From an optimization exercise on the open Yosys and OpenROAD flow, aimed at small area, a short achievable clock period and few clock cycles; shortcuts taken in it are not production practice. The RTL was checked by simulation tests, not by an equivalence proof against the original design.

<file path="design/flow/run.sh">
#!/bin/bash
# synth_recipe.tcl (not shown) runs the flow's synth.tcl, then flattens the netlist and writes it again
# the make line also repeats each setting of config.mk as NAME=value (left out here)
make -C /OpenROAD-flow-scripts/flow DESIGN_CONFIG=/design/flow/config.mk WORK_HOME=/design/flow/orfs CLKGATE_MAP_FILE= SYNTH_SCRIPT=/design/flow/synth_recipe.tcl finish
</file>
<file path="design/flow/config.mk">
export PLATFORM = sky130hd
export DESIGN_NAME = mul
export DESIGN_NICKNAME = mul
export VERILOG_FILES = /design/flow/design.v
export SDC_FILE = /design/flow/constraint.sdc
export NUM_CORES = 4
export LEC_CHECK = 0
export CAP_MARGIN = 20
export CORE_MARGIN = 2
export CORE_UTILIZATION = 40
export SLEW_MARGIN = 20
</file>
<file path="design/flow/constraint.sdc">
create_clock -name core_clock -period 7.5 [get_ports {clk}]
set_input_delay 1.5000 -clock core_clock [delete_from_list [all_inputs] [get_ports {clk}]]
set_output_delay 1.5000 -clock core_clock [all_outputs]
set_load 0.01 [all_outputs]
</file>
<file path="design/flow/design.v">
module mul #(parameter M=8,parameter N=16,parameter logN=4)
(
	input wire clk,
	input wire valid,
	input wire [M*N-1:0]u,
	output reg ready,
	output reg [N*(M+logN)-1:0]y
);
localparam SPLIT = 2;
localparam W = M+logN;
wire [W-1:0] s [0:logN][0:N-1];
reg  [M+SPLIT-1:0] r [0:N-1];
genvar t, i;
generate
	for (i = 0; i < N; i = i + 1) begin : g_in
		assign s[0][i] = {{logN{u[M*i+M-1]}}, u[M*i +: M]};
	end
	for (t = 0; t < logN; t = t + 1) begin : g_stage
		for (i = 0; i < N; i = i + 1) begin : g_bf
			wire [M+t:0] a, b;
			if (t == SPLIT) begin : g_reg
				assign a = {r[i & ~(1<<t)][M+t-1], r[i & ~(1<<t)]};
				assign b = {r[i | (1<<t)][M+t-1], r[i | (1<<t)]};
			end else begin : g_wire
				assign a = s[t][i & ~(1<<t)][M+t:0];
				assign b = s[t][i | (1<<t)][M+t:0];
			end
			wire [M+t:0] v = (i & (1<<t)) ? a - b : a + b;
			assign s[t+1][i] = {{(W-M-t-1){v[M+t]}}, v};
		end
	end
	for (i = 0; i < N; i = i + 1) begin : g_reg
		always @(posedge clk)
			if (valid)
				r[i] <= s[SPLIT][i][M+SPLIT-1:0];
	end
endgenerate
always @(posedge clk)
	if (valid)
		ready <= 1'b1;
integer k;
always @(*)
	for (k = 0; k < N; k = k + 1)
		y[W*k +: W] = s[logN][k];
endmodule
</file>
==> results.txt <==
[synthesized netlist by cell type (41+ instances only)]
cell and instances:
sky130_fd_sc_hd__a21o_1 41, sky130_fd_sc_hd__a21oi_1 255, sky130_fd_sc_hd__clkbuf_1 134, sky130_fd_sc_hd__edfxtp_1 152, sky130_fd_sc_hd__fa_1 64, sky130_fd_sc_hd__ha_1 594, sky130_fd_sc_hd__inv_1 461, sky130_fd_sc_hd__nand2_1 136
sky130_fd_sc_hd__nand2b_1 49, sky130_fd_sc_hd__nand3_1 67, sky130_fd_sc_hd__nor2_1 326, sky130_fd_sc_hd__nor2b_1 106, sky130_fd_sc_hd__nor3_1 84, sky130_fd_sc_hd__o211ai_1 43, sky130_fd_sc_hd__o21ai_0 104, sky130_fd_sc_hd__o21bai_1 72
sky130_fd_sc_hd__xnor2_1 340, sky130_fd_sc_hd__xor2_1 172
[how the worst max path moves through the flow]
stage	end	slack, ns	cells after the start
floorplan	y[190]	2.37	15
finish	y[190]	0.79	16
CTS	y[190]	0.76	16
global route	y[190]	0.35	16
global placement	y[190]	1.48	16
detailed placement	y[190]	1.27	16
[metal layers]
metal  share of wire  vias up  global-route usage
li1                -    13450                   -
met1            0.50    12710              0.3204
met2            0.44      596              0.3415
met3           0.056       58             0.03438
met4          0.0050       24             0.01892
met5          0.0016        -                   0
[final cells by class]
class | instances | area [sq um] | area share
Inverter | 462 | 1734 | 0.04891
Clock inverter | 11 | 107.6 | 0.003035
Tap cell | 1040 | 1301 | 0.03670
Timing Repair Buffer | 322 | 3222 | 0.09086
Sequential cell | 152 | 4564 | 0.1287
Clock buffer | 20 | 436.7 | 0.01232
Multi-Input combinational cell | 3018 | 24090 | 0.6794
Antenna cell | 1 | 2.502 | 0.00007057
[per-stage QoR]
stage	utilization	setup slack, ns
4_1_cts	0.4584	0.7606
3_3_place_gp	0.4514	1.481
5_1_grt	0.4584	0.3529
3_5_place_dp	0.4514	1.267
6_report	0.4585	0.7897
2_1_floorplan	-	2.366
[critical path: stages (launching register included)]
cell,delay (ns)
sky130_fd_sc_hd__edfxtp_1,0.39
sky130_fd_sc_hd__inv_1,0.07
sky130_fd_sc_hd__ha_1,0.17
sky130_fd_sc_hd__inv_1,0.08
sky130_fd_sc_hd__fa_1,0.40
sky130_fd_sc_hd__a21o_1,0.20
sky130_fd_sc_hd__a2111o_1,0.43
sky130_fd_sc_hd__a21o_1,0.19
sky130_fd_sc_hd__a21o_1,0.20
sky130_fd_sc_hd__xnor2_1,0.13
sky130_fd_sc_hd__ha_1,0.42
sky130_fd_sc_hd__or4_1,0.57
sky130_fd_sc_hd__a2111oi_0,0.47
sky130_fd_sc_hd__nor4_1,0.14
sky130_fd_sc_hd__o21bai_1,0.19
sky130_fd_sc_hd__xnor2_1,0.14
sky130_fd_sc_hd__clkdlybuf4s50_1,0.55
[cells by family (layout without fill, tap and decap cells)]
kind of cell / count (synthesis) / in the layout
xor gates and xnor gates: 512 / 512
other: 1 / 2
muxes: 3 / 3
DFF: 152 / 152
AOI/OAI and AO/OA: 900 / 900
adders and majority gates: 658 / 658
and+or+nand+nor: 944 / 944
buffers and inverters: 647 / 815
==> reports/qor.log <==
INFO  outcome        status=no timing/DRC/antenna violations
INFO  place          placed_cell_area=0.03491sqmm
INFO  synthesis      largest_family_of_logic_cells_by_synthesized_area=adder cells
INFO  setup_path     type_of_destination_of_the_critical_path=output pin
INFO  global_routing via_count_of_the_first_global_routing_pass=25,030
INFO  drt            wirelength=89,620um
INFO  synthesis      ys.flop_type=sky130_fd_sc_hd__edfxtp_1
INFO  layout         biggestRegsByFlops=r: 152 flops
INFO  drt            route.detailed.vias_per_inst=5.339
INFO  synthesis      yosysTopAreaCellShare=0.2384
INFO  synthesis      syn-cell-area=0.03118sqmm
INFO  synthesis      area_share_of_fa_ha_maj_cells_after_synthesis=0.2794
INFO  synthesis      async_flop_share=0
INFO  drt            dr.pass1.iters=5
INFO  global_routing grt_max_degree=100
INFO  global_routing grt-ovfl-total=0
INFO  clock_network  cts_root_buffer=sky130_fd_sc_hd__clkbuf_16
INFO  run            drv.max_cap_violation_count=0
INFO  layout         finalNonFillerCells=5,026
INFO  clock_network  cts_hold_bufs=0
INFO  layout         mostFrequentLayoutCells=594 x sky130_fd_sc_hd__ha_1, 461 x sky130_fd_sc_hd__inv_1, 340 x sky130_fd_sc_hd__xnor2_1
INFO  setup_path     crit_required=6.00ns
INFO  synthesis      yosys.cell_types.count=90
INFO  synthesis      postSynthAreaPerCell=8.169squm
INFO  global_routing antenna_violations_before_repair=14
INFO  synthesis      yosys_register_bits=152
INFO  setup_path     crit_path_start=r[11][0]$_DFFE_PP_
INFO  clock_network  cts-htree-levels=4
INFO  place          io_buffers=321
INFO  synthesis      synth_seq_area_share=0.1464
INFO  synthesis      post_synth_xor_area_fraction=0.1438
INFO  sta            setup_total_negative_slack=0ns
INFO  layout         final_net_count=4,761
INFO  synthesis      syn_nets=4,605
INFO  floorplan      chipHeight=283.2um
INFO  place          place.detailed.hpwl=76,900um
INFO  synthesis      synth.yosys.warnings=2
INFO  worst_hold_path worst_hold_path_stage_count=1
INFO  layout         postLayoutCellArea=0.03546sqmm
INFO  drt            route.detailed.wl_per_inst=17.83um
INFO  drt            drc=0
INFO  place          gp_congestion=0.9367
INFO  clock_network  numClockSinks=152
INFO  worst_hold_path hold_path.class=input port to flop
INFO  layout         top_register=r
INFO  clock_network  cts.repair.resized=0
INFO  layout         layout_commonest_cell=sky130_fd_sc_hd__ha_1
INFO  clock_network  worst_setup_hold_path_clk_slew=0.06ns
INFO  worst_hold_path endpoint_worst_hold=r[7][5]$_DFFE_PP_
INFO  worst_hold_path worst_hold_startpoint=valid
INFO  clock_network  cts_tree=built
INFO  sta            timing.final.max_slew_violations=0
INFO  synthesis      synth_area_leader_cell=sky130_fd_sc_hd__ha_1
INFO  synthesis      syn_inst=3,817
INFO  sta            relative_max_transition_margin=0.3052
INFO  sta            timing.final.crit_share=0.8947
INFO  floorplan      dieArea=0.08020sqmm
INFO  sta            fmaxAchievable=149.0MHz
INFO  drt            antenna_left=0
INFO  global_routing total_routing_resource_utilization_after_global_routing=0.2166
INFO  layout         largest_reg_flops=152
INFO  floorplan      die_w=283.2um
INFO  synthesis      synthSimpleGateAreaFrac=0.1491
INFO  setup_path     critical_path.max_fanout=11
INFO  sta            timing.final.setup_violations=0
INFO  synthesis      synth_compound_area_frac=0.1991
INFO  drt            detailroute.via_count=26,840
INFO  synthesis      synth.area.top_cells=sky130_fd_sc_hd__ha_1 24%, sky130_fd_sc_hd__edfxtp_1 15%, sky130_fd_sc_hd__xnor2_1 9.6%
INFO  clock_network  cts_inserted_buffers=17
INFO  clock_network  cts-root-to-sink-buffers=2
INFO  place          total_placed_cells_including_tap_cells=4,994
INFO  floorplan      core_region_area=0.07734sqmm
INFO  global_routing wire_length_of_the_first_global_routing_pass=140,000um
INFO  floorplan      io-pin-count=323
INFO  drt            detailedRoute.firstIterationViolations=1,820
INFO  sta            finalHoldWorstSlack=1.639ns
INFO  setup_path     crit_arrival=5.21ns
INFO  synthesis      muxShareOfSynthArea=0.001043
INFO  setup_path     path_class=flop to output pin
INFO  layout         post_route_cells_drive_above_1_share=0.02635
INFO  sta            period_needed=6.710ns
INFO  layout         area.growth.synth_to_final=13.72%
INFO  sta            tightestPinTransition=1.016ns
INFO  sta            hold_violations=0
INFO  synthesis      synth-edff-count=152
INFO  setup_path     crit_path_start_kind=flop
INFO  floorplan      placement_rows=102
INFO  sta            grt_setup_unrepaired=false
INFO  floorplan      initial_utilization=0.4032
INFO  clock_network  post_cts_buffers=0
INFO  layout         filler_cells=7,765
Testbench counts, summed over its fixed seeds: cycles 800.

[separate check: timing with driven ports]
The results above use ideal ports. As a check the final layout listed here was re-extracted and re-timed, cells and wires unchanged. Step 1 assumes that a clkbuf_16 drives the clock port and a buf_2 every other input. Step 2 moves the port delays by t, midway between the first and last clock arrival at a register: inputs arrive t later, outputs are due t later. That takes back most of the time a late clock gives input paths. a / b / c = ideal / step 1 / step 2; a / b = the first two.
shift t [ns]: 0.506
setup WS [ns]: 0.790 / 0.732 / 1.238
worst hold slack (ns): 1.639 / 1.613 / 2.119
worst setup path after step 2: register to output
pins driven straight from the clock port: 1
After both steps setup and hold are still met in this run. The setup slack of this run moves by -0.058 ns with the drivers and by +0.448 ns with both steps.
